Context: an optimization exercise on an open-source flow, tuned for small area, a short achievable clock period and few clock cycles. The choices shown serve that exercise and are no tape-out recipe. At most, simulation tests tie the RTL to the original design; equivalence was not proved. For runs 4 to 6, only the layout was checked, not whether the RTL still works. Power and IR drop assume default switching activity.

## flow/run.sh

```bash
#!/bin/bash
# The standard layout (the standard.sh, all ORFS steps unchanged), except that the
# buffers ORFS puts on every input and output port are sky130_fd_sc_hd__buf_2 cells.
set -euo pipefail
export BUFFER_PORTS_ARGS="-buffer_cell sky130_fd_sc_hd__buf_2"
bash standard.sh > standard.log 2>&1
```

## standard.sh

```bash
#!/bin/bash
# synth_recipe.tcl (not shown) runs the flow's synth.tcl, then flattens the netlist and writes it again
# the make line also repeats each setting of config.mk as NAME=value (left out here)
make -C /OpenROAD-flow-scripts/flow DESIGN_CONFIG=/design/flow/config.mk WORK_HOME=/design/flow/orfs CLKGATE_MAP_FILE= SYNTH_SCRIPT=/design/flow/synth_recipe.tcl "${@:-finish}"
```

## config.mk

```make
export PLATFORM = sky130hd
export DESIGN_NAME = sdram_controller
export DESIGN_NICKNAME = sdram_controller
export VERILOG_FILES = /design/flow/design.v
export SDC_FILE = /design/flow/constraint.sdc
export NUM_CORES = 4
export LEC_CHECK = 0
export CAP_MARGIN = 20
export CORE_MARGIN = 2
export CORE_UTILIZATION = 60
export CTS_BUF_LIST = sky130_fd_sc_hd__clkbuf_4 sky130_fd_sc_hd__clkbuf_8
export CTS_CLUSTER_SIZE = 40
export SETUP_SLACK_MARGIN = 2.35
export SLEW_MARGIN = 20
```

## constraint.sdc

```tcl
create_clock -name core_clock -period 5.0 [get_ports {clk}]
set_input_delay 1.0000 -clock core_clock [delete_from_list [all_inputs] [get_ports {clk}]]
set_output_delay 1.0000 -clock core_clock [all_outputs]
set_load 0.01 [all_outputs]
```

## design.v

```verilog
module sdram_controller (
        input   clk,
        input   rst,
        output  sdram_cle,
        output  sdram_cs,
        output  sdram_cas,
        output  sdram_ras,
        output  sdram_we,
        output  sdram_dqm,
        output  [1:0]  sdram_ba,
        output  [12:0] sdram_a,
        input   [31:0] sdram_dqi,
        output  [31:0] sdram_dqo,
        input   [22:0] user_addr,
        input   rw,                  
        input   [31:0] data_in,
        output  [31:0] data_out,
        output  busy,
        input   in_valid,
        output  out_valid
    );
    localparam [9:0] REF_ST = 10'd380;
    localparam [2:0] C_NOP = 3'b111,
                     C_RD  = 3'b101;
    reg  [2:0]  cmd_q;
    reg  [12:0] a_q;
    reg  [1:0]  ba_q;
    reg         req_valid;
    reg         req_rw;
    reg  [1:0]  req_b;
    reg  [12:0] req_row;
    reg  [5:0]  req_col;
    reg  [31:0] req_data;
    reg         req_hit;         
    reg  [12:0] row0, row1, row2, row3;
    reg  [3:0]  open;
    reg  [2:0]  v0, v1, v2, v3;
    reg         act_last;        
    reg  [1:0]  rd_v;            
    reg  [9:0]  rcnt;            
    reg         rp;              
    reg  [1:0]  rdp;             
    assign sdram_cle = 1'b1;
    assign sdram_cs  = 1'b0;
    assign sdram_ras = cmd_q[2];
    assign sdram_cas = cmd_q[1];
    assign sdram_we  = cmd_q[0];
    assign sdram_dqm = 1'b0;
    assign sdram_ba  = ba_q;
    assign sdram_a   = a_q;
    assign sdram_dqo = req_data;
    assign out_valid = rdp[1];
    assign data_out  = sdram_dqi;
    wire col_q  = cmd_q[2] & ~cmd_q[1];
    wire busy_w = req_valid & ~col_q;
    assign busy = busy_w;
    wire acc = in_valid & ~busy_w;
    wire [1:0]  in_b   = user_addr[9:8];
    wire [12:0] in_row = user_addr[22:10];
    wire [5:0]  in_col = user_addr[7:2];
    wire [3:0] zero  = {v3 == 3'd0, v2 == 3'd0, v1 == 3'd0, v0 == 3'd0};
    wire [3:0] colok = {v3 <= 3'd2, v2 <= 3'd2, v1 <= 3'd2, v0 <= 3'd2};
    wire [3:0] rmatch = {row3 == in_row, row2 == in_row, row1 == in_row, row0 == in_row};
    wire [3:0] in_sel = 4'b0001 << in_b;
    wire in_open  = open[in_b];
    wire in_zero  = zero[in_b];
    wire in_colok = colok[in_b];
    wire in_hit   = |(in_sel & open & rmatch);
    wire rdv0 = (rd_v == 2'd0);
    wire rq_open  = open[req_b];
    wire rq_zero  = zero[req_b];
    wire rq_colok = colok[req_b];
    wire b_col = busy_w & req_hit & rq_colok & (~req_rw | rdv0);
    wire b_pre = busy_w & ~req_hit & rq_open & rq_zero;
    wire b_act = busy_w & ~rq_open & rq_zero & ~act_last;
    wire b_any = b_col | b_pre | b_act;
    wire pe    = busy_w & ~b_any & in_valid & (in_b != req_b);
    wire y_act = pe & ~in_open & in_zero & ~act_last;
    wire a_act = ~in_open & in_zero & ~act_last;
    wire do_act_x = ~rp & (acc ? a_act : b_act);
    wire do_act   = ~rp & (acc ? a_act : (b_act | y_act));
    wire any_open   = |open;
    wire all_zero   = &zero;
    wire pre_ok_all = &(zero | ~open);
    wire do_preall  = rp & any_open & pre_ok_all;
    wire do_ref     = rp & ~any_open & all_zero;
    wire        sel_in = acc | ~b_any;
    wire [1:0]  t_b   = sel_in ? in_b   : req_b;
    wire [12:0] t_row = sel_in ? in_row : req_row;
    wire [5:0]  x_col = acc ? in_col : req_col;
    wire        x_rw  = acc ? rw : req_rw;
    wire        xv    = acc | busy_w;
    wire [3:0] tsel  = 4'b0001 << t_b;
    wire [3:0] act_k = {4{do_act}} & tsel;
    wire [12:0] a_d = do_act ? t_row : {2'b00, do_preall, 4'b0000, x_col};
    function [2:0] vnext;
        input [2:0] v;
        input act, pre, wr, rf;
        reg [2:0] dec;
        begin
            dec = (v == 3'd0) ? 3'd0 : v - 3'd1;
            if (act)
                vnext = 3'd4;
            else if (pre)
                vnext = 3'd2;
            else if (rf)
                vnext = 3'd6;
            else if (wr && dec == 3'd0)
                vnext = 3'd1;
            else
                vnext = dec;
        end
    endfunction
    wire [2:0]  n_cmd   [0:1];
    wire [3:0]  n_open  [0:1];
    wire [11:0] n_v     [0:1];
    wire [1:0]  n_rdv   [0:1];
    wire        n_rqhit [0:1];
    genvar h;
    generate
        for (h = 0; h < 2; h = h + 1) begin : hx
            wire hit = (h == 1);
            wire y_pre = pe & in_open & in_zero & ~hit;
            wire a_col = hit & in_colok & (~rw | rdv0);
            wire a_pre = ~hit & in_open & in_zero;
            wire do_col = ~rp & (acc ? a_col : b_col);
            wire do_pre = ~rp & (acc ? a_pre : (b_pre | y_pre));
            wire [3:0] pre_k = ({4{do_pre}} & tsel) | {4{do_preall}};
            wire [3:0] wr_k  = {4{do_col & x_rw}} & tsel;
            assign n_cmd[h] = {~(do_act | do_pre | do_preall | do_ref),
                               ~(do_col | do_ref),
                               ~((do_col & x_rw) | do_pre | do_preall)};
            assign n_open[h] = (open | act_k) & ~pre_k;
            assign n_v[h] = {vnext(v3, act_k[3], pre_k[3], wr_k[3], do_ref),
                             vnext(v2, act_k[2], pre_k[2], wr_k[2], do_ref),
                             vnext(v1, act_k[1], pre_k[1], wr_k[1], do_ref),
                             vnext(v0, act_k[0], pre_k[0], wr_k[0], do_ref)};
            assign n_rdv[h] = (do_col & ~x_rw) ? 2'd2 : rdv0 ? 2'd0 : rd_v - 2'd1;
            assign n_rqhit[h] = ((acc ? hit : req_hit) & ~do_preall) | do_act_x;
        end
    endgenerate
    wire hs = in_hit;
    always @(posedge clk) begin
        if (rst) begin
            cmd_q <= C_NOP;
            req_valid <= 1'b0;
            open <= 4'd0;
            v0 <= 3'd0; v1 <= 3'd0; v2 <= 3'd0; v3 <= 3'd0;
            act_last <= 1'b0;
            rd_v <= 2'd0;
            rcnt <= 10'd1;
            rp <= 1'b0;
            rdp <= 2'd0;
        end else begin
            cmd_q <= n_cmd[hs];
            req_valid <= xv;
            open <= n_open[hs];
            {v3, v2, v1, v0} <= n_v[hs];
            act_last <= do_act;
            rd_v <= n_rdv[hs];
            rcnt <= do_ref ? 10'd1 : {rcnt[8:0], rcnt[9] ^ rcnt[6]};
            rp <= (rp & ~do_ref) | (rcnt == REF_ST);
            rdp <= {rdp[0], cmd_q == C_RD};
        end
        a_q <= a_d;
        ba_q <= t_b;
        req_hit <= n_rqhit[hs];
        if (acc) begin
            req_rw <= rw;
            req_b <= in_b;
            req_row <= in_row;
            req_col <= in_col;
            req_data <= data_in;
        end
        if (act_k[0]) row0 <= t_row;
        if (act_k[1]) row1 <= t_row;
        if (act_k[2]) row2 <= t_row;
        if (act_k[3]) row3 <= t_row;
    end
endmodule
```

==> results of run 1 <==
## worst register-to-register path: stages (launching register included)
cell      delay, ns
edfxtp_1       0.44
buf_4          0.17
mux4_2         0.37
nand3_4        0.11
a211o_4        0.32
and2_4         0.21
a32o_2         0.31
and2_1         0.19
o311a_1        0.37
## power by group through the flow
| stage | Sequential [mW] | Clock (mW) | Combinational, mW |
|---|---|---|---|
| final | 1.76 | 0.894 | 1.06 |
| after global routing | 1.79 | 0.958 | 1.14 |
| after CTS | 1.76 | 0.913 | 0.990 |
| after detailed placement | 1.79 | 0 | 0.895 |
| after global placement | 1.78 | 0 | 0.872 |
| after floorplan | 1.82 | 0 | 0.630 |
## kinds of logic after synthesis
| family | Yosys count | share of synthesized area |
|---|---|---|
| AOI/OAI and AO/OA | 58 | 0.0632 |
| xor gates and xnor gates | 55 | 0.0716 |
| adders and majority gates | 8 | 0.0149 |
| buffers and inverters | 83 | 0.0718 |
| DFF | 158 | 0.617 |
| muxes | 37 | 0.0701 |
| other | 2 | 0.00112 |
| and+or+nand+nor | 105 | 0.0898 |
## Yosys cell counts, types with 2 or more instances
cell | n | share of area
nor4_1 | 5 | 0.0046
dfxtp_1 | 59 | 0.18
mux4_2 | 5 | 0.017
nand3_1 | 6 | 0.0045
nor3_1 | 3 | 0.0022
buf_6 | 2 | 0.0033
nor2b_1 | 9 | 0.0084
and2_4 | 2 | 0.0026
buf_2 | 17 | 0.013
mux2i_1 | 4 | 0.0060
nand2_1 | 18 | 0.010
o311a_1 | 4 | 0.0060
nand4_1 | 14 | 0.013
inv_1 | 20 | 0.011
clkbuf_1 | 6 | 0.0033
ha_1 | 8 | 0.015
edfxtp_1 | 99 | 0.44
a21oi_1 | 9 | 0.0067
mux2_2 | 27 | 0.045
a211oi_1 | 8 | 0.0089
o21ai_0 | 17 | 0.013
or4_1 | 3 | 0.0033
nor3b_1 | 2 | 0.0022
nor4b_1 | 8 | 0.010
o211a_1 | 4 | 0.0060
and2_1 | 17 | 0.016
nor2_1 | 13 | 0.0073
buf_4 | 36 | 0.040
xnor2_1 | 55 | 0.072
a32o_1 | 5 | 0.0074
conb_1 | 2 | 0.0011
o21a_1 | 2 | 0.0022
and4_1 | 2 | 0.0026
## worst max-delay path by stage
stage | start | end | depth (start not counted)
finish | user_addr[20] | v1[1] | 9
global placement | user_addr[8] | row0[10] | 8
CTS | v1[0] | v1[1] | 9
global route | user_addr[22] | v1[1] | 9
floorplan | user_addr[8] | row1[0] | 8
detailed placement | user_addr[8] | row0[8] | 8
## metrics by stage
step / hold slack [ns] / power, mW / instances
after floorplan: 0.414 / 2.45 / 507
after global placement: 0.433 / 2.65 / 697
after detailed placement: 0.434 / 2.69 / 697
after CTS: 0.463 / 3.67 / 743
after global routing: 0.470 / 3.89 / 747
final: 0.459 / 3.72 / 747
## final cells by class
type / instances / area [sq um] / area share
Multi-Input combinational cell: 268 / 2280 / 0.292
Sequential cell: 158 / 4160 / 0.532
Clock inverter: 14 / 134 / 0.0171
Inverter: 22 / 103 / 0.0131
Timing Repair Buffer: 125 / 708 / 0.0907
Tap cell: 140 / 175 / 0.0224
Timing Repair inverter: 2 / 15.0 / 0.00192
Clock buffer: 18 / 241 / 0.0309
## sequential cells by signal, indices dropped and copies added, names as in the netlist, 4 cells and up
name / count
a_q: 13
open: 4
rcnt: 10
req_col: 6
req_data: 32
req_row: 13
row0: 13
row1: 13
row2: 13
row3: 13
## per-layer routing
metal | track usage | vias up | share of wire
met4 | 0.0940 | 0 | 0.016
li1 | - | 1957 | -
met2 | 0.414 | 205 | 0.49
met5 | 0 | - | 0
met1 | 0.314 | 2029 | 0.40
met3 | 0.0777 | 26 | 0.094
## repair_timing
item | in CTS | in global routing
endpoints found under the setup margin | 75 | 102
pin swaps | 7 | 7
buffers inserted | 11 | 3
hold endpoints to repair | 0 | 0
cloned | 3 | 1
resized for setup | 16 | 19
==> impl_metrics.csv, run 1 <==
group,metric,value,unit
worst_setup_path,r2r_end,"v1[1]",
route,via_per_inst,5.65,
clock_tree,clockBufferDepth,2,
sta,setup_violations,0,
route,wl_per_cell,20.2,um
floorplanning,fp.dieW,110,um
route,drt-total-wl,15100,um
flow_run,maxCapViolations,0,
worst_setup_path,crit_fanout,6,
route,drt_pass1_iterations,7,
pwr,p_switching,1.17,mW
pwr,power.density,477,nW/um^2
pwr,clkPwrFrac,0.240,
floorplanning,rows,38,
clock_tree,path_clk_slew,0.09,ns
placed_design,io_buffers,108,
layout,fin_util,0.717,
pwr,seqPwrFrac,0.474,
floorplanning,initial_core_util,0.618,
worst_setup_path,path_buf_inv,2,
min_path,holdPathStages,1,
clock_tree,holdBufCountCts,0,
global_routing,grt_max_degree,33,
sta,rsz0062_at_grt,"true",
logic_synthesis,synthFlopType,"edfxtp_1",
clock_tree,cts_tree,"built",
min_path,min_to,"rdp[1]",
logic_synthesis,synth_edf_count,99,
floorplanning,io_pins,178,
placed_design,hpwlAfterDp,10400,um
worst_setup_path,cpPeakStageDelay,0.59,ns
floorplanning,die_y,110,um
worst_setup_path,timing.rr.start,"req_b[1]",
worst_setup_path,r2r_slack,2.40,ns
clock_tree,root_buffer,"clkbuf_8",
sta,max_freq,0.380,GHz
logic_synthesis,avgSynthCellArea,13.3,sq um
global_routing,grt_pass1_vias,4077,
clock_tree,clk_latency,0.45,ns
floorplanning,dieArea,12100,sq um
worst_setup_path,end_kind,"flip-flop",
logic_synthesis,synth-seq-cells,158,
logic_synthesis,synthesis.instances,506,
route,drt-initial-drc-count,277,
clock_tree,h-tree-depth,4,
floorplanning,core,10900,sq um
logic_synthesis,yosysWarnings,1,
worst_setup_path,crit_family,"simple AND/OR/NAND/NOR gates",
sta,timing.final.ws_setup,2.37,ns
logic_synthesis,synth.distinct_cells,48,
placed_design,place.gp.congestion,0.868,
layout,antenna_cells,0,
min_path,hp-class,"flip-flop to flip-flop",
pwr,ir_drop,0.000270,V
layout,fin_area,7810,sq um
layout,fin_nets,693,
worst_setup_path,crit_type,"input pin to flip-flop",
worst_setup_path,start_kind,"input pin",
sta,skew,0.0151,ns
layout,n_fill_cell,773,
sta,drv_slew,0,
layout,mostFrequentLayoutCell,"buf_2",
worst_setup_path,cp.arrival,3.02,ns
sta,fin_crit,2.63,ns
worst_setup_path,rr_worst_depth,8,
global_routing,grt.total_usage,0.252,
pwr,swShare,0.315,
outcome,status,"complete, no violations",
sta,relSlewSlack,0.627,
clock_tree,cts.sinks,158,
pwr,power.internal,2.55,mW
logic_synthesis,async_reset_ff_frac,0,
route,drtAntennaViolNets,0,
clock_tree,numCtsBuffers,17,
global_routing,grt_first_pass_wirelength,21900,um
sta,setup_tns,0,ns
layout,layout-drive-gt1-share,0.381,
placed_design,dpl-instance-area,7150,sq um
placed_design,place_worst_setup_slack,1.54,ns
pwr,power.leakage,3.01,nW
worst_setup_path,crit_required,5.39,ns
sta,tightest_slew,0.557,ns
logic_synthesis,ys_seq_area_frac,0.617,
sta,hold_viol,0,
global_routing,antenna_found_initial,0,
route,drc,0,
logic_synthesis,synth.cell_area,6730,sq um
route,via_count,4217,
sta,min_period_over_period,0.526,
layout,area_growth,16.1,%
global_routing,grt_overflow,0,
worst_setup_path,path_cells,"buf_2 -> xnor2_1 -> nand4_1 -> nor4_1 -> or4_4 -> o41ai_4 -> buf_4 -> and2_1 -> o311a_1",
layout,final_cell_mix,"buf_2, edfxtp_1, dfxtp_1",
worst_setup_path,slowest_stage,"or4_4",
pwr,combPwrFrac,0.286,
min_path,hold_start,"rdp[0]",
Testbench counts, summed over its fixed seeds: cycles 76,097.
==> run 2, diff against run 1 <==
--- a/config.mk
+++ b/config.mk
@@ -5,10 +5,10 @@
 export SDC_FILE = /design/flow/constraint.sdc
 export NUM_CORES = 4
 export LEC_CHECK = 0
-export CAP_MARGIN = 20
+export CAP_MARGIN = 0
 export CORE_MARGIN = 2
 export CORE_UTILIZATION = 60
 export CTS_BUF_LIST = sky130_fd_sc_hd__clkbuf_4 sky130_fd_sc_hd__clkbuf_8
 export CTS_CLUSTER_SIZE = 40
-export SETUP_SLACK_MARGIN = 2.35
-export SLEW_MARGIN = 20
+export SETUP_SLACK_MARGIN = 2.2
+export SLEW_MARGIN = 0
==> run 2 against run 1 <==
Against the previous run: synthesized cell count unchanged; critical path depth unchanged; still clean on timing, DRC and antenna; register-to-register slack got worse by 0.08 ns; via count decreased by 0.83%; clock skew decreased by 0.0086 ns; clock-buffer cell count unchanged; critical path type unchanged.
==> impl_metrics.csv, run 2 <==
group,metric,value,unit
logic_synthesis,synth.cell_area,6730,sq um
logic_synthesis,synthMostInstantiatedCell,"edfxtp_1",
clock_tree,clockBufferDepth,2,
logic_synthesis,synthesis.instances,506,
global_routing,grt_first_pass_wirelength,20600,um
layout,fin_area,7640,sq um
layout,area_growth,13.5,%
worst_setup_path,start_kind,"input pin",
floorplanning,fp.dieW,110,um
worst_setup_path,timing.rr.start,"v2[0]",
global_routing,grt_pass1_vias,3985,
route,via_per_inst,5.64,
clock_tree,holdBufCountCts,0,
min_path,hold_start,"rdp[0]",
floorplanning,dieArea,12100,sq um
route,wl_per_cell,19.0,um
floorplanning,die_y,110,um
route,drtAntennaViolNets,0,
pwr,power.leakage,2.96,nW
worst_setup_path,end_kind,"flip-flop",
global_routing,antenna_found_initial,0,
logic_synthesis,synth_common_cells,"edfxtp_1, dfxtp_1, xnor2_1, buf_4, mux2_2",
min_path,hp-class,"flip-flop to flip-flop",
logic_synthesis,async_reset_ff_frac,0,
placed_design,dpl-instance-area,7140,sq um
logic_synthesis,synth.area.top_cells,"edfxtp_1, dfxtp_1, xnor2_1, mux2_2, buf_4",
logic_synthesis,avgSynthCellArea,13.3,sq um
placed_design,dp.cells,696,
layout,largest_register_ff_count,32,
pwr,ir_drop,0.000264,V
worst_setup_path,crit_type,"input pin to flip-flop",
global_routing,grt.total_usage,0.235,
clock_tree,cts.sinks,158,
sta,skew,0.00652,ns
worst_setup_path,rr_worst_depth,9,
layout,top_register,"req_data",
worst_setup_path,crit_start,"user_addr[8]",
route,drt-total-wl,14100,um
placed_design,hpwlAfterDp,10100,um
sta,fin_hold_ws,0.452,ns
layout,layout-drive-gt1-share,0.354,
global_routing,grt_overflow,0,
layout,fin_nets,687,
clock_tree,path_clk_slew,0.08,ns
sta,tightest_slew,0.575,ns
placed_design,io_buffers,108,
sta,max_freq,0.368,GHz
floorplanning,core,10900,sq um
logic_synthesis,synthFlopType,"edfxtp_1",
clock_tree,numCtsBuffers,17,
sta,min_period_over_period,0.544,
worst_setup_path,cp.arrival,3.12,ns
global_routing,grt_max_degree,36,
layout,n_fill_cell,768,
sta,fin_crit,2.72,ns
route,drc,0,
sta,hold_viol,0,
floorplanning,io_pins,178,
logic_synthesis,synth.distinct_cells,48,
logic_synthesis,synth_top_area_cell,"edfxtp_1",
logic_synthesis,synth-seq-cells,158,
pwr,power.density,467,nW/um^2
route,drt-initial-drc-count,260,
worst_setup_path,r2r_slack,2.32,ns
layout,mostFrequentLayoutCell,"buf_2",
placed_design,place.gp.congestion,0.796,
clock_tree,root_buffer,"clkbuf_8",
layout,antenna_cells,0,
floorplanning,rows,38,
outcome,status,"complete, no violations",
logic_synthesis,synth_top_area_share,0.442,
logic_synthesis,yosysWarnings,1,
min_path,holdPathStages,1,
sta,setup_tns,0,ns
logic_synthesis,ys_seq_area_frac,0.617,
worst_setup_path,crit_required,5.40,ns
clock_tree,clk_latency,0.45,ns
clock_tree,cts_tree,"built",
sta,drv_slew,0,
route,via_count,4182,
layout,final_cell_mix,"buf_2, edfxtp_1, dfxtp_1",
clock_tree,h-tree-depth,4,
sta,rsz0062_at_grt,"false",
sta,relSlewSlack,0.616,
sta,setup_violations,0,
min_path,min_to,"rdp[1]",
worst_setup_path,crit_fanout,10,
logic_synthesis,synth_edf_count,99,
layout,layout.cells.non_filler,741,
worst_setup_path,r2r_end,"v1[1]",
flow_run,maxCapViolations,0,
floorplanning,initial_core_util,0.618,
route,drt_pass1_iterations,5,
pwr,p_total,3.57,mW
run 2: cell types whose count changed in the layout (fill, tap and decap cells not counted), moves of 2 or more:
cell	change
clkinv_4	+4
clkinvlp_4	-4
nor2_1	+3
inv_4	-2
a32o_1	+2
buf_4	-4
a32o_2	-2
buf_12	-3
clkinv_2	+2
nor2_2	-3
and2_4	-3
run 2: worst max-delay path, cell delays in order:
cell and delay, ns:
clkbuf_4 0.18, nor2b_1 0.17, nand3_1 0.13, nor4_1 0.07
or4_1 0.68, o41ai_4 0.32, buf_4 0.19, and2_1 0.18
o311a_1 0.18
run 2: what timing repair did:
item	CTS	global route
setup buffers	6	4
resized for setup	2	16
setup endpoints to repair	75	73
pin swaps	1	6
gates cloned	1	2
run 2: cells by family (layout without fill, tap and decap cells):
family | Yosys count | in the layout | synth area share
buffers and inverters | 83 | 176 | 0.0718
other | 2 | 3 | 0.00112
AND/OR/NAND/NOR | 105 | 106 | 0.0898
multiplexers | 37 | 37 | 0.0701
XOR/XNOR | 55 | 55 | 0.0716
adder cells (fa/ha/maj) | 8 | 8 | 0.0149
AO/OA/AOI/OAI | 58 | 58 | 0.0632
flip-flops | 158 | 158 | 0.617
run 2: how the worst max path moves through the flow:
stage	end	slack (ns)
floorplan	row1[0]	2.16
global placement	row0[5]	1.15
detailed placement	row0[5]	1.10
CTS	row0[2]	2.20
global route	v1[1]	2.20
finish	v0[1]	2.28
run 2: per-layer routing:
metal	track usage	wire length (um)
met4	0.107	388
met1	0.308	5830
met5	0	0
met2	0.362	6580
met3	0.0717	1310
run 2: power breakdown:
group          switching, mW  internal [mW]  total, mW
registers             0.0975           1.66       1.76
clock network          0.485          0.358      0.843
logic                  0.540          0.426      0.966
run 2: layout make-up:
| cell class | count | area, sq um | area share |
|---|---|---|---|
| flip-flops and latches | 158 | 4150 | 0.544 |
| inverters | 22 | 108 | 0.0141 |
| multi-input cells | 267 | 2200 | 0.288 |
| repair buffers | 120 | 637 | 0.0834 |
| well taps | 140 | 175 | 0.0229 |
| clock inverters | 14 | 113 | 0.0147 |
| repair inverters | 2 | 10.0 | 0.00131 |
| clock buffers | 18 | 241 | 0.0316 |
run 2: stage by stage:
stage | setup WS, ns | utilization
after floorplan | 2.16 | -
after global placement | 1.15 | 0.656
after detailed placement | 1.10 | 0.656
after CTS | 2.20 | 0.694
after global routing | 2.20 | 0.702
final | 2.28 | 0.702
==> run 3, diff against run 2 <==
==> config.mk (replaced) <==
export PLATFORM = sky130hd
export DESIGN_NAME = sdram_controller
export DESIGN_NICKNAME = sdram_controller
export VERILOG_FILES = /design/flow/design.v
export SDC_FILE = /design/flow/constraint.sdc
export NUM_CORES = 4
export LEC_CHECK = 0
export CAP_MARGIN = 20
export CORE_MARGIN = 2
export CORE_UTILIZATION = 60
export CTS_BUF_LIST = sky130_fd_sc_hd__clkbuf_8 sky130_fd_sc_hd__clkbuf_16
export CTS_CLUSTER_DIAMETER = 150
export CTS_CLUSTER_SIZE = 100
export SETUP_SLACK_MARGIN = 2.2
export SLEW_MARGIN = 20
==> run 3 against run 2 <==
Against the previous run: still clean on timing, DRC and antenna; clock-buffer cell count decreased by 1; design area increased by 2.1%; maximum frequency increased by 0.14%; sequential cell count unchanged; worst hold slack got worse by 0.0017 ns; critical endpoint unchanged.
==> impl_metrics.csv, run 3 <==
group,metric,value,unit
outcome,status,"complete, no violations",
global_routing,grt.total_usage,0.238,
global_routing,antenna_found_initial,0,
logic_synthesis,avgSynthCellArea,13.3,sq um
floorplanning,die_y,110,um
sta,rsz0062_at_grt,"false",
logic_synthesis,yosysWarnings,1,
sta,drv_slew,0,
layout,fin_nets,685,
worst_setup_path,path_cells,"clkbuf_4 -> nor2b_1 -> nand3_1 -> nor4_1 -> or4_1 -> o41ai_4 -> and2_1 -> o311a_1",
layout,largest_register_ff_count,32,
worst_setup_path,rr_worst_depth,9,
floorplanning,dieArea,12100,sq um
sta,relSlewSlack,0.611,
layout,antenna_cells,0,
logic_synthesis,synth_top_area_share,0.442,
logic_synthesis,ys_seq_area_frac,0.617,
worst_setup_path,r2r_slack,2.31,ns
global_routing,grt_pass1_vias,3961,
sta,skew,0.00597,ns
worst_setup_path,cpPeakStageDelay,0.67,ns
sta,hold_viol,0,
route,drt-total-wl,14100,um
global_routing,grt_overflow,0,
worst_setup_path,end_kind,"flip-flop",
layout,final_cell_mix,"buf_2, edfxtp_1, dfxtp_1",
layout,layout-drive-gt1-share,0.347,
clock_tree,root_buffer,"clkbuf_8",
sta,setup_tns,0,ns
layout,n_fill_cell,744,
route,wl_per_cell,19.1,um
sta,setup_violations,0,
worst_setup_path,crit_type,"input pin to flip-flop",
worst_setup_path,crit_start,"user_addr[8]",
pwr,ir_drop,0.000304,V
pwr,power.leakage,3.03,nW
logic_synthesis,synth-seq-cells,158,
logic_synthesis,synthFlopType,"edfxtp_1",
worst_setup_path,path_buf_inv,1,
floorplanning,core,10900,sq um
global_routing,grt_first_pass_wirelength,20900,um
logic_synthesis,synthesis.instances,506,
placed_design,io_buffers,108,
global_routing,grt_max_degree,36,
route,drt-initial-drc-count,381,
placed_design,place.gp.congestion,0.796,
placed_design,hpwlAfterDp,10100,um
floorplanning,io_pins,178,
logic_synthesis,synth_edf_count,99,
layout,top_register,"req_data",
pwr,power.density,496,nW/um^2
worst_setup_path,crit_required,5.48,ns
placed_design,dp.cells,696,
layout,mostFrequentLayoutCell,"buf_2",
route,via_per_inst,5.62,
min_path,holdPathStages,1,
route,drtAntennaViolNets,0,
route,drt_pass1_iterations,5,
route,via_count,4154,
logic_synthesis,synth_top_area_cell,"edfxtp_1",
layout,area_growth,15.9,%
clock_tree,clk_latency,0.54,ns
min_path,hold_start,"rdp[0]",
min_path,hp-class,"flip-flop to flip-flop",
layout,layout.cells.non_filler,739,
sta,tightest_slew,0.583,ns
worst_setup_path,crit_fanout,10,
logic_synthesis,async_reset_ff_frac,0,
flow_run,maxCapViolations,0,
logic_synthesis,synth.distinct_cells,48,
clock_tree,numCtsBuffers,17,
worst_setup_path,r2r_end,"v0[1]",
sta,min_period_over_period,0.543,
min_path,min_to,"rdp[1]",
worst_setup_path,crit_family,"simple AND/OR/NAND/NOR gates",
clock_tree,h-tree-depth,4,
logic_synthesis,synth.cell_area,6730,sq um
floorplanning,fp.dieW,110,um
floorplanning,rows,38,
worst_setup_path,slowest_stage,"or4_1",
clock_tree,clockBufferDepth,2,
worst_setup_path,start_kind,"input pin",
sta,fin_crit,2.72,ns
clock_tree,cts.sinks,158,
logic_synthesis,synthMostInstantiatedCell,"edfxtp_1",
route,drc,0,
logic_synthesis,synth_common_cells,"edfxtp_1, dfxtp_1, xnor2_1, buf_4, mux2_2",
sta,timing.final.ws_setup,2.28,ns
clock_tree,cts_tree,"built",
worst_setup_path,timing.rr.start,"v2[1]",
clock_tree,path_clk_slew,0.06,ns
logic_synthesis,synth.area.top_cells,"edfxtp_1, dfxtp_1, xnor2_1, mux2_2, buf_4",
worst_setup_path,cp.arrival,3.19,ns
floorplanning,initial_core_util,0.618,
placed_design,place_worst_setup_slack,1.10,ns
clock_tree,holdBufCountCts,0,
sta,max_freq,0.368,GHz
## run 3: cell families after synthesis
group,Yosys count,share of synthesized area
multiplexers,37,0.0701
buffers and inverters,83,0.0718
AND/OR/NAND/NOR,105,0.0898
flip-flops,158,0.617
AO/OA/AOI/OAI,58,0.0632
other,2,0.00112
adder cells (fa/ha/maj),8,0.0149
XOR/XNOR,55,0.0716
## run 3: per-stage QoR
| stage | hold WS (ns) | instance area, sq um | power, mW | utilization |
|---|---|---|---|---|
| after CTS | 0.457 | 7760 | 3.87 | 0.713 |
| after floorplan | 0.414 | 6820 | 2.44 | - |
| final | 0.450 | 7800 | 3.87 | 0.716 |
| after detailed placement | 0.438 | 7140 | 2.67 | 0.656 |
| after global placement | 0.423 | 7140 | 2.65 | 0.656 |
| after global routing | 0.466 | 7800 | 4.04 | 0.716 |
## run 3: repair_timing
item / in CTS / in global routing
cloned: 3 / 0
buffers inserted: 6 / 2
pin swaps: 1 / 4
endpoints found under the setup margin: 73 / 66
gates resized for setup: 7 / 7
## run 3: cell type report
class	count	area, sq um	area share
timing repair inverter	2	15.0	0.00193
clock inverter	15	116	0.0149
inverter	22	103	0.0132
clock buffer	17	414	0.0531
sequential	158	4150	0.533
tap	140	175	0.0225
multi-input combinational	267	2200	0.282
timing repair buffer	118	618	0.0793
## run 3: how the worst max path moves through the flow
| stage | cells after the start | to |
|---|---|---|
| after floorplan | 8 | row1[0] |
| after global placement | 7 | row0[5] |
| after detailed placement | 7 | row0[5] |
| after CTS | 9 | row0[6] |
| after global routing | 9 | v1[1] |
| final | 8 | v0[1] |
## run 3: report_power, final
group	internal, mW	switching (mW)	leakage (nW)	total (mW)
Combinational	0.417	0.543	1.36	0.959
Sequential	1.67	0.0978	1.41	1.76
Clock	0.618	0.527	0.262	1.14
## run 3: layer usage
layer / routed length (um) / vias to the layer above / global-route usage / share of wire
met5: 0 / - / 0 / 0
met4: 410 / 0 / 0.109 / 0.029
met3: 1180 / 36 / 0.0682 / 0.083
met2: 6630 / 193 / 0.367 / 0.47
met1: 5930 / 1987 / 0.311 / 0.42
li1: - / 1938 / - / -
==> run 4, diff against run 3 <==
--- a/design.v
+++ b/design.v
@@ -92,7 +92,8 @@
     wire        xv    = acc | busy_w;
     wire [3:0] tsel  = 4'b0001 << t_b;
     wire [3:0] act_k = {4{do_act}} & tsel;
-    wire [12:0] a_d = do_act ? t_row : {2'b00, do_preall, 4'b0000, x_col};
+    wire t_open = |(open & tsel);
+    wire [12:0] a_d = (~t_open & ~rp) ? t_row : {2'b00, rp, 4'b0000, x_col};
     function [2:0] vnext;
         input [2:0] v;
         input act, pre, wr, rf;
@@ -172,9 +173,9 @@
             req_col <= in_col;
             req_data <= data_in;
         end
-        if (act_k[0]) row0 <= t_row;
-        if (act_k[1]) row1 <= t_row;
-        if (act_k[2]) row2 <= t_row;
-        if (act_k[3]) row3 <= t_row;
+        if (tsel[0] & ~open[0]) row0 <= t_row;
+        if (tsel[1] & ~open[1]) row1 <= t_row;
+        if (tsel[2] & ~open[2]) row2 <= t_row;
+        if (tsel[3] & ~open[3]) row3 <= t_row;
     end
 endmodule
==> run.sh (new file) <==
#!/bin/bash
# synth_recipe.tcl (not shown) runs the flow's synth.tcl, then flattens the netlist and writes it again
# the make line also repeats each setting of config.mk as NAME=value (left out here)
make -C /OpenROAD-flow-scripts/flow DESIGN_CONFIG=/design/flow/config.mk WORK_HOME=/design/flow/orfs CLKGATE_MAP_FILE= SYNTH_SCRIPT=/design/flow/synth_recipe.tcl finish
--- a/config.mk
+++ b/config.mk
@@ -8,8 +8,7 @@
 export CAP_MARGIN = 20
 export CORE_MARGIN = 2
 export CORE_UTILIZATION = 60
-export CTS_BUF_LIST = sky130_fd_sc_hd__clkbuf_8 sky130_fd_sc_hd__clkbuf_16
-export CTS_CLUSTER_DIAMETER = 150
-export CTS_CLUSTER_SIZE = 100
+export CTS_BUF_LIST = sky130_fd_sc_hd__clkbuf_4 sky130_fd_sc_hd__clkbuf_8
+export CTS_CLUSTER_SIZE = 40
 export SETUP_SLACK_MARGIN = 2.2
 export SLEW_MARGIN = 20
removed: flow/run.sh
removed: standard.sh
==> run 4 against run 3 <==
Against the previous run: still clean on timing, DRC and antenna; critical path depth increased by 2; synthesized area increased by 1.6%; cell count increased by 8.3%; combinational power increased by 37%; first-iteration DRC count increased by 55%; clock power decreased by 11%; sequential share of layout area decreased by 7.3 points; non-clock buffer count increased by 46; register-to-register slack got worse by 0.26 ns; total power increased by 5.1%; critical endpoint is now v1[0]; largest cell class unchanged.
==> impl_metrics.csv, run 4 <==
group,metric,value,unit
route,drtAntennaViolNets,0,
placed_design,hpwlAfterDp,10500,um
worst_setup_path,cp.arrival,3.29,ns
sta,skew,0.0152,ns
floorplanning,fp.dieW,111,um
clock_tree,h-tree-depth,4,
logic_synthesis,synthesis.instances,524,
pwr,ir_drop,0.000356,V
logic_synthesis,synthMostInstantiatedCell,"edfxtp_1",
placed_design,place_worst_setup_slack,1.13,ns
sta,hold_viol,0,
pwr,power.density,448,nW/um^2
global_routing,grt_overflow,0,
layout,multiInputGateArea,2590,sq um
floorplanning,io_pins,178,
logic_synthesis,async_reset_ff_frac,0,
route,drt-initial-drc-count,592,
route,met3_length,1390,um
sta,tightest_slew,0.949,ns
sta,setup_violations,0,
route,drc,0,
layout,seqCellArea,4170,sq um
sta,max_freq,0.339,GHz
logic_synthesis,ys_seq_area_frac,0.608,
layout,mostFrequentLayoutCell,"edfxtp_1",
worst_setup_path,crit_fanout,11,
min_path,hp-class,"flip-flop to flip-flop",
floorplanning,die_y,111,um
placed_design,io_buffers,108,
layout,largest_register_ff_count,32,
route,drt-total-wl,17100,um
route,met1_length,6790,um
global_routing,antenna_found_initial,0,
layout,top_register,"req_data",
clock_tree,clockBufferDepth,2,
floorplanning,dieArea,12300,sq um
clock_tree,numCtsBuffers,17,
clock_tree,path_clk_slew,0.08,ns
placed_design,place.gp.congestion,0.915,
route,topRoutingLayerUsed,"met4",
floorplanning,core,11000,sq um
clock_tree,root_buffer,"clkbuf_8",
global_routing,grt.total_usage,0.267,
clock_tree,cts_tree,"built",
global_routing,grt_max_degree,35,
outcome,status,"complete, no violations",
logic_synthesis,synth_common_cells,"edfxtp_1, dfxtp_1, xnor2_1, buf_4, nor2_1",
clock_tree,cts.sinks,158,
sta,drv_slew,0,
worst_setup_path,crit_required,5.34,ns
logic_synthesis,synth_edf_count,99,
logic_synthesis,synth.cell_area,6840,sq um
layout,fin_nets,746,
route,wl_per_cell,21.3,um
logic_synthesis,synth_top_area_share,0.435,
worst_setup_path,start_kind,"flip-flop",
route,via_per_inst,5.84,
sta,min_period_over_period,0.591,
global_routing,grt_first_pass_wirelength,25000,um
floorplanning,initial_core_util,0.622,
route,via_count,4668,
sta,rsz0062_at_grt,"true",
sta,fin_crit,2.95,ns
layout,layout-drive-gt1-share,0.294,
route,drt_pass1_iterations,5,
layout,antenna_cells,0,
sta,timing.final.ws_setup,2.05,ns
flow_run,maxCapViolations,0,
logic_synthesis,synth.distinct_cells,58,
worst_setup_path,crit_type,"flip-flop to flip-flop",
pwr,power.leakage,3.37,nW
floorplanning,rows,38,
clock_tree,clk_latency,0.46,ns
route,met2_length,8480,um
logic_synthesis,avgSynthCellArea,13.0,sq um
logic_synthesis,synth_top_area_cell,"edfxtp_1",
logic_synthesis,yosysWarnings,1,
layout,n_fill_cell,591,
logic_synthesis,synthFlopType,"edfxtp_1",
logic_synthesis,synth.area.top_cells,"edfxtp_1, dfxtp_1, xnor2_1, mux2_2, buf_4",
logic_synthesis,synth-seq-cells,158,
worst_setup_path,end_kind,"flip-flop",
global_routing,grt_pass1_vias,4430,
layout,area_growth,32.7,%
sta,relSlewSlack,0.365,
layout,final_cell_mix,"edfxtp_1, clkdlybuf4s50_1, xnor2_1",
sta,setup_tns,0,ns
-- run 4: worst paths after layout --
kind | start | to | slack, ns | depth (start not counted)
worst max-delay path | req_b[0] | v1[0] | 2.05 | 10
worst min-delay path | rdp[0] | rdp[1] | 0.45 | 1
worst max register to register | req_b[0] | v1[0] | 2.05 | 10
worst min register to register | rdp[0] | rdp[1] | 0.45 | 1
-- run 4: power by group --
part | switching [mW] | internal (mW) | total [mW]
sequential | 0.104 | 1.64 | 1.74
clock | 0.453 | 0.556 | 1.01
combinational | 0.610 | 0.703 | 1.31
total | 1.17 | 2.90 | 4.07
-- run 4: layer usage --
| layer | global-route usage | vias to the layer above |
|---|---|---|
| met4 | 0.0833 | 0 |
| met5 | 0 | - |
| met1 | 0.353 | 2245 |
| met2 | 0.427 | 272 |
| met3 | 0.0820 | 59 |
| li1 | - | 2092 |
-- run 4: logic make-up after synthesis --
group                      count (synthesis)  share of synthesized area
other                                      2                    0.00110
AOI/OAI and AO/OA                         53                     0.0578
DFF                                      158                      0.608
xor gates and xnor gates                  55                     0.0705
and+or+nand+nor                          125                      0.102
muxes                                     43                     0.0794
adders and majority gates                  8                     0.0146
buffers and inverters                     80                     0.0672
-- run 4: through the flow --
stage | std cells | total power [mW] | area [sq um] | utilization | hold WS (ns)
4_1_cts | 782 | 3.87 | 8730 | 0.795 | 0.453
6_report | 800 | 4.07 | 9070 | 0.826 | 0.451
3_5_place_dp | 719 | 2.67 | 7830 | 0.712 | 0.434
5_1_grt | 800 | 4.23 | 9070 | 0.826 | 0.465
3_3_place_gp | 719 | 2.64 | 7830 | 0.712 | 0.420
2_1_floorplan | 525 | 2.35 | 6920 | - | 0.414
-- run 4: area by class of cell --
type | instances | area share
clock inverter | 12 | 0.0186
sequential | 158 | 0.460
clock buffer | 20 | 0.0283
inverter | 19 | 0.00786
tap | 140 | 0.0193
multi-input combinational | 287 | 0.286
timing repair buffer | 164 | 0.181
-- run 4: repair_timing --
action                     in CTS  in global routing
pin swaps                      13                 19
setup endpoints to repair      86                 68
hold buffers                    0                  0
buffers inserted               29                 14
gates resized for setup        64                 45
cloned                          2                  4
-- run 4: critical path, stage by stage (launching register included) --
cell       delay, ns
edfxtp_1        0.46
mux4_2          0.58
mux2i_2         0.25
a22oi_2         0.11
buf_4           0.14
buf_4           0.14
buf_16          0.15
a221oi_4        0.41
clkbuf_16       0.22
nor2_1          0.05
nor4bb_2        0.32
==> run 5, diff against run 4 <==
--- a/design.v
+++ b/design.v
@@ -19,7 +19,7 @@
         input   in_valid,
         output  out_valid
     );
-    localparam [9:0] REF_ST = 10'd380;
+    localparam [9:0] REF_TH = 10'd780;
     localparam [2:0] C_NOP = 3'b111,
                      C_RD  = 3'b101;
     reg  [2:0]  cmd_q;
@@ -32,6 +32,9 @@
     reg  [5:0]  req_col;
     reg  [31:0] req_data;
     reg         req_hit;         
+    reg         rq_open;         
+    reg         rq_zero;         
+    reg         rq_colok;        
     reg  [12:0] row0, row1, row2, row3;
     reg  [3:0]  open;
     reg  [2:0]  v0, v1, v2, v3;
@@ -67,9 +70,6 @@
     wire in_colok = colok[in_b];
     wire in_hit   = |(in_sel & open & rmatch);
     wire rdv0 = (rd_v == 2'd0);
-    wire rq_open  = open[req_b];
-    wire rq_zero  = zero[req_b];
-    wire rq_colok = colok[req_b];
     wire b_col = busy_w & req_hit & rq_colok & (~req_rw | rdv0);
     wire b_pre = busy_w & ~req_hit & rq_open & rq_zero;
     wire b_act = busy_w & ~rq_open & rq_zero & ~act_last;
@@ -89,6 +89,7 @@
     wire [12:0] t_row = sel_in ? in_row : req_row;
     wire [5:0]  x_col = acc ? in_col : req_col;
     wire        x_rw  = acc ? rw : req_rw;
+    wire [1:0]  x_b   = acc ? in_b : req_b;
     wire        xv    = acc | busy_w;
     wire [3:0] tsel  = 4'b0001 << t_b;
     wire [3:0] act_k = {4{do_act}} & tsel;
@@ -114,6 +115,7 @@
     endfunction
     wire [2:0]  n_cmd   [0:1];
     wire [3:0]  n_open  [0:1];
+    wire [2:0]  n_xf    [0:1];
     wire [11:0] n_v     [0:1];
     wire [1:0]  n_rdv   [0:1];
     wire        n_rqhit [0:1];
@@ -138,6 +140,10 @@
                              vnext(v0, act_k[0], pre_k[0], wr_k[0], do_ref)};
             assign n_rdv[h] = (do_col & ~x_rw) ? 2'd2 : rdv0 ? 2'd0 : rd_v - 2'd1;
             assign n_rqhit[h] = ((acc ? hit : req_hit) & ~do_preall) | do_act_x;
+            wire [2:0] nv [0:3];
+            assign {nv[3], nv[2], nv[1], nv[0]} = n_v[h];
+            wire [2:0] nvx = nv[x_b];
+            assign n_xf[h] = {n_open[h][x_b], nvx == 3'd0, nvx <= 3'd2};
         end
     endgenerate
     wire hs = in_hit;
@@ -149,7 +155,7 @@
             v0 <= 3'd0; v1 <= 3'd0; v2 <= 3'd0; v3 <= 3'd0;
             act_last <= 1'b0;
             rd_v <= 2'd0;
-            rcnt <= 10'd1;
+            rcnt <= 10'd0;
             rp <= 1'b0;
             rdp <= 2'd0;
         end else begin
@@ -159,13 +165,14 @@
             {v3, v2, v1, v0} <= n_v[hs];
             act_last <= do_act;
             rd_v <= n_rdv[hs];
-            rcnt <= do_ref ? 10'd1 : {rcnt[8:0], rcnt[9] ^ rcnt[6]};
-            rp <= (rp & ~do_ref) | (rcnt == REF_ST);
+            rcnt <= do_ref ? 10'd0 : rcnt + 10'd1;
+            rp <= (rp & ~do_ref) | (rcnt == REF_TH);
             rdp <= {rdp[0], cmd_q == C_RD};
         end
         a_q <= a_d;
         ba_q <= t_b;
         req_hit <= n_rqhit[hs];
+        {rq_open, rq_zero, rq_colok} <= n_xf[hs];
         if (acc) begin
             req_rw <= rw;
             req_b <= in_b;
==> config.mk (replaced) <==
export PLATFORM = sky130hd
export DESIGN_NAME = sdram_controller
export DESIGN_NICKNAME = sdram_controller
export VERILOG_FILES = /design/flow/design.v
export SDC_FILE = /design/flow/constraint.sdc
export NUM_CORES = 4
export LEC_CHECK = 0
export CAP_MARGIN = 20
export CORE_MARGIN = 2
export CORE_UTILIZATION = 40
export SETUP_SLACK_MARGIN = 3.0
export SLEW_MARGIN = 20
==> run 5 against run 4 <==
Against the previous run: clock power is 34% higher; critical path depth is the same; worst hold slack lost 0.017 ns; design area increased by 13%; critical endpoint is now rq_colok; largest cell class unchanged.
==> impl_metrics.csv, run 5 <==
group,metric,value,unit
sta,hold_viol,0,
logic_synthesis,synth.area.top_cells,"edfxtp_1, dfxtp_1, mux2_2, xor2_1, buf_4",
clock_tree,clockBufferDepth,2,
worst_setup_path,crit_type,"input pin to flip-flop",
logic_synthesis,synth_top_area_cell,"edfxtp_1",
route,via_count,5532,
worst_setup_path,crit_required,5.34,ns
pwr,seqPwrFrac,0.392,
placed_design,dp.cells,928,
logic_synthesis,async_reset_ff_frac,0,
global_routing,grt.total_usage,0.206,
route,wl_per_cell,20.1,um
pwr,swShare,0.311,
worst_setup_path,cp.arrival,3.13,ns
floorplanning,fp.dieW,141,um
min_path,hp-class,"flip-flop to flip-flop",
layout,n_fill_cell,1589,
pwr,clkPwrFrac,0.296,
placed_design,dpl-instance-area,8580,sq um
sta,relSlewSlack,0.467,
pwr,p_switching,1.42,mW
clock_tree,holdBufCountCts,0,
logic_synthesis,synth.distinct_cells,83,
clock_tree,path_clk_slew,0.06,ns
sta,max_freq,0.358,GHz
logic_synthesis,synth.cell_area,7500,sq um
pwr,power.internal,3.15,mW
sta,setup_tns,0,ns
global_routing,grt_max_degree,28,
clock_tree,cts.sinks,161,
clock_tree,h-tree-depth,4,
logic_synthesis,synth-seq-cells,161,
layout,layout-drive-gt1-share,0.416,
sta,setup_violations,0,
logic_synthesis,avgSynthCellArea,11.7,sq um
global_routing,grt_first_pass_wirelength,30700,um
layout,area_growth,36.4,%
floorplanning,dieArea,19900,sq um
global_routing,antenna_found_initial,0,
sta,tightest_slew,0.793,ns
worst_setup_path,crit_fanout,8,
sta,rsz0062_at_grt,"true",
route,drt-total-wl,20700,um
worst_setup_path,start_kind,"input pin",
floorplanning,core,18600,sq um
logic_synthesis,synthesis.instances,643,
logic_synthesis,synthMostInstantiatedCell,"edfxtp_1",
route,drt_pass1_iterations,5,
layout,fin_util,0.551,
route,via_per_inst,5.37,
route,drc,0,
pwr,combPwrFrac,0.312,
logic_synthesis,synth_top_area_share,0.388,
layout,top_register,"req_data",
logic_synthesis,ys_seq_area_frac,0.559,
sta,skew,0.0111,ns
clock_tree,cts_tree,"built",
floorplanning,rows,50,
sta,min_period_over_period,0.559,
logic_synthesis,synth_edf_count,97,
route,drtAntennaViolNets,0,
pwr,ir_drop,0.000285,V
layout,final_cell_mix,"edfxtp_1, dfxtp_1, nor2_1",
flow_run,maxCapViolations,0,
logic_synthesis,synth_common_cells,"edfxtp_1, dfxtp_1, nor2_1, buf_4, xor2_1",
floorplanning,die_y,141,um
route,drt-initial-drc-count,385,
outcome,status,"complete, no violations",
layout,largest_register_ff_count,32,
logic_synthesis,yosysWarnings,1,
logic_synthesis,synthFlopType,"edfxtp_1",
placed_design,io_buffers,108,
clock_tree,clk_latency,0.43,ns
clock_tree,root_buffer,"clkbuf_16",
floorplanning,io_pins,178,
placed_design,place.gp.congestion,0.891,
layout,fin_area,10200,sq um
pwr,power.density,447,nW/um^2
global_routing,grt_pass1_vias,5412,
sta,fin_crit,2.80,ns
sta,drv_slew,0,
layout,mostFrequentLayoutCell,"edfxtp_1",
floorplanning,initial_core_util,0.404,
layout,antenna_cells,0,
global_routing,grt_overflow,0,
layout,fin_nets,880,
worst_setup_path,end_kind,"flip-flop",
layout,layout.cells.non_filler,1030,
placed_design,hpwlAfterDp,13700,um
clock_tree,numCtsBuffers,17,
pwr,power.leakage,3.91,nW
run 5: changes by cell type after synthesis, moves of 11 or more:
cell | before | now
xnor2_1 | 54 | 27
a31oi_1 | 0 | 11
nor2_1 | 27 | 58
nor3_1 | 5 | 18
nand3_1 | 3 | 14
xor2_1 | 1 | 35
run 5: path summary, 6_finish.rpt:
kind	from	end	slack [ns]	cells after the start
worst min register to register	rdp[0]	rdp[1]	0.43	1
worst min-delay path	rdp[0]	rdp[1]	0.43	1
worst max register to register	v1[1]	rq_colok	2.22	10
worst max-delay path	user_addr[8]	rq_colok	2.20	10
run 5: logic make-up after synthesis:
kind of cell | after synthesis | share of synthesized area
fa+ha+maj | 6 | 0.0100
flops | 161 | 0.559
buf+inv | 83 | 0.0666
simple gates | 185 | 0.133
xor+xnor | 62 | 0.0724
compound gates | 102 | 0.0932
other cells | 2 | 0.00100
mux | 42 | 0.0646
run 5: per-layer routing:
layer / up-vias / share of wire / track usage
met5: - / 0 / 0
met1: 2686 / 0.40 / 0.246
met4: 0 / 0.023 / 0.0811
met2: 244 / 0.51 / 0.358
met3: 34 / 0.065 / 0.0516
li1: 2568 / - / -
run 5: layout make-up:
cell class / count / area (sq um) / area share
clock buffer: 17 / 425 / 0.0416
clock inverter: 15 / 194 / 0.0190
inverter: 19 / 87.6 / 0.00856
multi-input combinational: 402 / 3470 / 0.339
sequential: 161 / 4220 / 0.412
tap: 234 / 293 / 0.0286
timing repair buffer: 181 / 1540 / 0.151
timing repair inverter: 1 / 7.51 / 0.000734
run 5: power groups by stage:
stage          registers (mW)  logic (mW)  clock network [mW]
6_report                 1.79        1.43                1.35
5_1_grt                  1.81        1.51                1.44
4_1_cts                  1.78        1.23                1.38
3_5_place_dp             1.80        1.02                   0
3_3_place_gp             1.79        1.02                   0
2_1_floorplan            1.80       0.678                   0
run 5: critical path, stage by stage:
cell	delay, ns
buf_12	0.09
mux4_2	0.54
nor4_4	0.35
a21oi_4	0.18
buf_12	0.19
nor2_4	0.13
nor2_1	0.05
o21ai_0	0.14
nand3_2	0.16
a221oi_2	0.29
run 5: stage by stage:
| stage | power (mW) | hold WS [ns] | setup slack [ns] |
|---|---|---|---|
| global route | 4.76 | 0.470 | 2.14 |
| global placement | 2.81 | 0.431 | 0.853 |
| finish | 4.57 | 0.435 | 2.20 |
| detailed placement | 2.82 | 0.425 | 0.887 |
| floorplan | 2.48 | 0.414 | 1.97 |
| CTS | 4.40 | 0.440 | 2.24 |
run 5: what timing repair did:
item	in CTS	in global routing
endpoints found under the setup margin	294	204
resized for setup	318	120
buffers inserted	36	29
gates cloned	5	0
pin swaps	15	32
==> run 6, diff against run 5 <==
--- a/design.v
+++ b/design.v
@@ -19,7 +19,7 @@
         input   in_valid,
         output  out_valid
     );
-    localparam [9:0] REF_TH = 10'd780;
+    localparam [9:0] REF_ST = 10'd380;
     localparam [2:0] C_NOP = 3'b111,
                      C_RD  = 3'b101;
     reg  [2:0]  cmd_q;
@@ -28,13 +28,9 @@
     reg         req_valid;
     reg         req_rw;
     reg  [1:0]  req_b;
-    reg  [12:0] req_row;
     reg  [5:0]  req_col;
     reg  [31:0] req_data;
     reg         req_hit;         
-    reg         rq_open;         
-    reg         rq_zero;         
-    reg         rq_colok;        
     reg  [12:0] row0, row1, row2, row3;
     reg  [3:0]  open;
     reg  [2:0]  v0, v1, v2, v3;
@@ -70,6 +66,9 @@
     wire in_colok = colok[in_b];
     wire in_hit   = |(in_sel & open & rmatch);
     wire rdv0 = (rd_v == 2'd0);
+    wire rq_open  = open[req_b];
+    wire rq_zero  = zero[req_b];
+    wire rq_colok = colok[req_b];
     wire b_col = busy_w & req_hit & rq_colok & (~req_rw | rdv0);
     wire b_pre = busy_w & ~req_hit & rq_open & rq_zero;
     wire b_act = busy_w & ~rq_open & rq_zero & ~act_last;
@@ -86,15 +85,15 @@
     wire do_ref     = rp & ~any_open & all_zero;
     wire        sel_in = acc | ~b_any;
     wire [1:0]  t_b   = sel_in ? in_b   : req_b;
-    wire [12:0] t_row = sel_in ? in_row : req_row;
+    wire [12:0] rq_row = (req_b == 2'd0) ? row0 : (req_b == 2'd1) ? row1 :
+                         (req_b == 2'd2) ? row2 : row3;
+    wire [12:0] t_row = sel_in ? in_row : rq_row;
     wire [5:0]  x_col = acc ? in_col : req_col;
     wire        x_rw  = acc ? rw : req_rw;
-    wire [1:0]  x_b   = acc ? in_b : req_b;
     wire        xv    = acc | busy_w;
     wire [3:0] tsel  = 4'b0001 << t_b;
     wire [3:0] act_k = {4{do_act}} & tsel;
-    wire t_open = |(open & tsel);
-    wire [12:0] a_d = (~t_open & ~rp) ? t_row : {2'b00, rp, 4'b0000, x_col};
+    wire [12:0] a_d = do_act ? t_row : {2'b00, do_preall, 4'b0000, x_col};
     function [2:0] vnext;
         input [2:0] v;
         input act, pre, wr, rf;
@@ -115,7 +114,6 @@
     endfunction
     wire [2:0]  n_cmd   [0:1];
     wire [3:0]  n_open  [0:1];
-    wire [2:0]  n_xf    [0:1];
     wire [11:0] n_v     [0:1];
     wire [1:0]  n_rdv   [0:1];
     wire        n_rqhit [0:1];
@@ -140,13 +138,11 @@
                              vnext(v0, act_k[0], pre_k[0], wr_k[0], do_ref)};
             assign n_rdv[h] = (do_col & ~x_rw) ? 2'd2 : rdv0 ? 2'd0 : rd_v - 2'd1;
             assign n_rqhit[h] = ((acc ? hit : req_hit) & ~do_preall) | do_act_x;
-            wire [2:0] nv [0:3];
-            assign {nv[3], nv[2], nv[1], nv[0]} = n_v[h];
-            wire [2:0] nvx = nv[x_b];
-            assign n_xf[h] = {n_open[h][x_b], nvx == 3'd0, nvx <= 3'd2};
         end
     endgenerate
     wire hs = in_hit;
+    wire [3:0] rq_sel = 4'b0001 << req_b;
+    wire [3:0] row_en = in_sel & ({4{acc}} | (~open & ~({4{busy_w}} & rq_sel)));
     always @(posedge clk) begin
         if (rst) begin
             cmd_q <= C_NOP;
@@ -155,7 +151,7 @@
             v0 <= 3'd0; v1 <= 3'd0; v2 <= 3'd0; v3 <= 3'd0;
             act_last <= 1'b0;
             rd_v <= 2'd0;
-            rcnt <= 10'd0;
+            rcnt <= 10'd1;
             rp <= 1'b0;
             rdp <= 2'd0;
         end else begin
@@ -165,24 +161,22 @@
             {v3, v2, v1, v0} <= n_v[hs];
             act_last <= do_act;
             rd_v <= n_rdv[hs];
-            rcnt <= do_ref ? 10'd0 : rcnt + 10'd1;
-            rp <= (rp & ~do_ref) | (rcnt == REF_TH);
+            rcnt <= do_ref ? 10'd1 : {rcnt[8:0], rcnt[9] ^ rcnt[6]};
+            rp <= (rp & ~do_ref) | (rcnt == REF_ST);
             rdp <= {rdp[0], cmd_q == C_RD};
         end
         a_q <= a_d;
         ba_q <= t_b;
         req_hit <= n_rqhit[hs];
-        {rq_open, rq_zero, rq_colok} <= n_xf[hs];
         if (acc) begin
             req_rw <= rw;
             req_b <= in_b;
-            req_row <= in_row;
             req_col <= in_col;
             req_data <= data_in;
         end
-        if (tsel[0] & ~open[0]) row0 <= t_row;
-        if (tsel[1] & ~open[1]) row1 <= t_row;
-        if (tsel[2] & ~open[2]) row2 <= t_row;
-        if (tsel[3] & ~open[3]) row3 <= t_row;
+        if (row_en[0]) row0 <= in_row;
+        if (row_en[1]) row1 <= in_row;
+        if (row_en[2]) row2 <= in_row;
+        if (row_en[3]) row3 <= in_row;
     end
 endmodule
==> flow/run.sh (new file) <==
#!/bin/bash
# The standard layout (the standard.sh, all ORFS steps unchanged), except that the
# buffers ORFS puts on every input and output port are sky130_fd_sc_hd__buf_2 cells.
set -euo pipefail
export BUFFER_PORTS_ARGS="-buffer_cell sky130_fd_sc_hd__buf_2"
bash standard.sh > standard.log 2>&1
==> standard.sh (new file) <==
#!/bin/bash
# synth_recipe.tcl (not shown) runs the flow's synth.tcl, then flattens the netlist and writes it again
# the make line also repeats each setting of config.mk as NAME=value (left out here)
make -C /OpenROAD-flow-scripts/flow DESIGN_CONFIG=/design/flow/config.mk WORK_HOME=/design/flow/orfs CLKGATE_MAP_FILE= SYNTH_SCRIPT=/design/flow/synth_recipe.tcl "${@:-finish}"
--- a/config.mk
+++ b/config.mk
@@ -7,6 +7,8 @@
 export LEC_CHECK = 0
 export CAP_MARGIN = 20
 export CORE_MARGIN = 2
-export CORE_UTILIZATION = 40
-export SETUP_SLACK_MARGIN = 3.0
+export CORE_UTILIZATION = 60
+export CTS_BUF_LIST = sky130_fd_sc_hd__clkbuf_4 sky130_fd_sc_hd__clkbuf_8
+export CTS_CLUSTER_SIZE = 40
+export SETUP_SLACK_MARGIN = 2.2
 export SLEW_MARGIN = 20
removed: run.sh
==> run 6 against run 5 <==
Against the previous run: register-to-register slack worse by 0.12 ns; non-clock buffer count down 56; cell count is 23% lower; total power down 32%; sequential share of layout area increased by 7.6 points; wire length down 29%; design area decreased by 25%; first-iteration DRC count decreased by 32%; clock power decreased by 34%; clock-buffer cell count grew 2; highest routed layer unchanged.
==> impl_metrics.csv, run 6 <==
group,metric,value,unit
logic_synthesis,synth_top_area_cell,"edfxtp_1",
global_routing,grt_first_pass_wirelength,22700,um
layout,layout.cells.non_filler,788,
logic_synthesis,synthFlopType,"edfxtp_1",
sta,hold_viol,0,
worst_setup_path,end_kind,"flip-flop",
clock_tree,clk_latency,0.45,ns
route,drt-total-wl,14700,um
worst_setup_path,start_kind,"flip-flop",
route,drtAntennaViolNets,0,
layout,fin_nets,734,
logic_synthesis,synth_common_cells,"edfxtp_1, dfxtp_1, xnor2_1, nand2_1",
sta,min_period_over_period,0.579,
pwr,ir_drop,0.000387,V
layout,antenna_cells,0,
logic_synthesis,synth_edf_count,86,
clock_tree,h-tree-depth,4,
floorplanning,die_y,110,um
logic_synthesis,avgSynthCellArea,12.1,sq um
route,drc,0,
layout,largest_register_ff_count,32,
sta,relSlewSlack,0.340,
worst_setup_path,cp.arrival,3.27,ns
placed_design,dp.cells,742,
pwr,power.density,405,nW/um^2
global_routing,antenna_found_initial,0,
placed_design,hpwlAfterDp,10000,um
worst_setup_path,crit_type,"flip-flop to flip-flop",
clock_tree,cts_tree,"built",
worst_setup_path,path_cells,"buf_12 -> mux4_2 -> mux2_4 -> a2bb2oi_4 -> mux2i_4 -> or3b_1 -> or4_4 -> a211oi_2",
worst_setup_path,cpPeakStageDelay,0.54,ns
logic_synthesis,synth_top_area_share,0.386,
flow_run,maxCapViolations,0,
global_routing,grt_overflow,0,
logic_synthesis,async_reset_ff_frac,0,
pwr,p_total,3.12,mW
global_routing,grt_max_degree,43,
worst_setup_path,crit_family,"multiplexers",
worst_setup_path,crit_required,5.38,ns
sta,setup_tns,0,ns
layout,final_cell_mix,"buf_2, edfxtp_1, dfxtp_1",
floorplanning,core,10800,sq um
logic_synthesis,yosysWarnings,1,
global_routing,grt_pass1_vias,4446,
logic_synthesis,synth.distinct_cells,57,
logic_synthesis,synthesis.instances,553,
floorplanning,dieArea,12000,sq um
clock_tree,path_clk_slew,0.08,ns
worst_setup_path,path_buf_inv,1,
sta,drv_slew,0,
clock_tree,clockBufferDepth,2,
floorplanning,initial_core_util,0.617,
pwr,power.leakage,3.02,nW
floorplanning,io_pins,178,
logic_synthesis,synth.cell_area,6690,sq um
floorplanning,fp.dieW,110,um
sta,fin_crit,2.90,ns
logic_synthesis,synthMostInstantiatedCell,"edfxtp_1",
layout,area_growth,15.4,%
sta,rsz0062_at_grt,"true",
layout,mostFrequentLayoutCell,"buf_2",
outcome,status,"complete, no violations",
layout,top_register,"req_data",
layout,layout-drive-gt1-share,0.312,
clock_tree,root_buffer,"clkbuf_8",
route,via_per_inst,5.61,
route,drt_pass1_iterations,5,
route,drt-initial-drc-count,260,
worst_setup_path,crit_fanout,3,
sta,tightest_slew,0.991,ns
sta,max_freq,0.345,GHz
clock_tree,cts.sinks,145,
sta,setup_violations,0,
logic_synthesis,ys_seq_area_frac,0.563,
worst_setup_path,r2r_slack,2.10,ns
placed_design,io_buffers,108,
placed_design,place.gp.congestion,0.864,
min_path,hp-class,"flip-flop to flip-flop",
route,wl_per_cell,18.6,um
sta,skew,0.0104,ns
floorplanning,rows,38,
clock_tree,numCtsBuffers,17,
worst_setup_path,slowest_stage,"mux4_2",
logic_synthesis,synth.area.top_cells,"edfxtp_1, dfxtp_1, xnor2_1, mux4_2, buf_4",
route,via_count,4418,
global_routing,grt.total_usage,0.261,
logic_synthesis,synth-seq-cells,145,
clock_tree,holdBufCountCts,0,
run 6: changes by cell type after synthesis, moves of 10 or more:
| cell | change |
|---|---|
| xor2_1 | -31 |
| mux2_2 | -25 |
| xnor2_1 | +24 |
| nor2_1 | -23 |
| mux4_2 | +16 |
| nor3_1 | -16 |
| nand2_1 | +14 |
| and2_1 | +13 |
| edfxtp_1 | -11 |
| a31oi_1 | -10 |
run 6: cell type report:
class	count	area [sq um]
clock buffer	19	249
clock inverter	13	136
fill	800	3130
inverter	17	68.8
multi-input combinational	329	2600
sequential	145	3760
tap	140	175
timing repair buffer	125	722
run 6: cells by family (layout without fill, tap and decap cells):
| logic type | after synthesis | after routing | synth area share |
|---|---|---|---|
| other cells | 2 | 3 | 0.00112 |
| buf+inv | 80 | 174 | 0.0651 |
| xor+xnor | 55 | 55 | 0.0721 |
| compound gates | 72 | 72 | 0.0724 |
| simple gates | 151 | 151 | 0.118 |
| fa+ha+maj | 8 | 8 | 0.0150 |
| mux | 40 | 40 | 0.0934 |
| flops | 145 | 145 | 0.563 |
run 6: what timing repair did:
| action | in CTS | in global routing |
|---|---|---|
| setup endpoints to repair | 32 | 19 |
| gates cloned | 1 | 0 |
| pin swaps | 3 | 5 |
| setup buffers | 9 | 4 |
| gates resized for setup | 13 | 13 |
run 6: stage by stage:
| stage | instance area [sq um] | utilization | hold WS [ns] | setup slack, ns |
|---|---|---|---|---|
| 2_1_floorplan | 6720 | - | 0.414 | 2.20 |
| 3_3_place_gp | 7080 | 0.653 | 0.431 | 1.56 |
| 3_5_place_dp | 7080 | 0.653 | 0.429 | 1.52 |
| 4_1_cts | 7620 | 0.703 | 0.450 | 2.12 |
| 5_1_grt | 7710 | 0.711 | 0.473 | 2.01 |
| 6_report | 7710 | 0.711 | 0.450 | 2.10 |
run 6: layer usage:
layer / part of all wire / track usage / vias to the layer above
met1: 0.39 / 0.300 / 2118
met4: 0.021 / 0.120 / 0
met5: 0 / 0 / -
met3: 0.059 / 0.0812 / 28
li1: - / - / 2107
met2: 0.53 / 0.444 / 165
run 6: power by group:
| part | total (mW) | internal, mW | switching (mW) |
|---|---|---|---|
| clock | 0.894 | 0.455 | 0.439 |
| combinational | 0.751 | 0.335 | 0.416 |
| sequential | 1.48 | 1.41 | 0.0711 |
| total | 3.12 | 2.20 | 0.926 |
run 6: final timing paths:
kind | to | cells after the start | startpoint
max | v2[0] | 8 | req_b[0]
min | rcnt[6] | 1 | rcnt[5]
max reg2reg | v2[0] | 8 | req_b[0]
min reg2reg | rcnt[6] | 1 | rcnt[5]

==> afterwards: timing with drivers on the ports <==
Ports are ideal in the flow. The routed layouts listed here were re-timed in OpenROAD.
Step 1 assumes that a clkbuf_16 drives the clock port and a buf_2 every other input.
Step 2 adds t to the input delays and takes it off the output delays; t is the mean of the earliest and latest rising clock arrival at the registers after step 1. Input paths then give back, and output paths get back, about the clock's delay inside the block.
Slacks: ideal ports / drivers / drivers and shift; pairs: ideal ports / drivers.
| run | shift t [ns] | slack for setup (ns) | worst setup path after step 2 | cell pins on the clock port's net |
|---|---|---|---|---|
| run 1 | 0.475 | 2.370 / 2.366 / 1.891 | input to register | 1 |
| run 2 | 0.485 | 2.281 / 2.293 / 1.808 | input to register | 1 |
| run 3 | 0.569 | 2.284 / 2.295 / 1.727 | input to register | 1 |
| run 4 | 0.481 | 2.047 / 2.047 / 1.665 | input to register | 1 |
| run 5 | 0.464 | 2.205 / 2.182 / 1.719 | input to register | 1 |
| run 6 | 0.479 | 2.105 / 2.105 / 1.708 | input to register | 1 |
After both steps setup and hold are still met in every run listed. The setup slack of run 3, which loses most, moves by +0.011 ns with the drivers and by -0.557 ns with both steps.
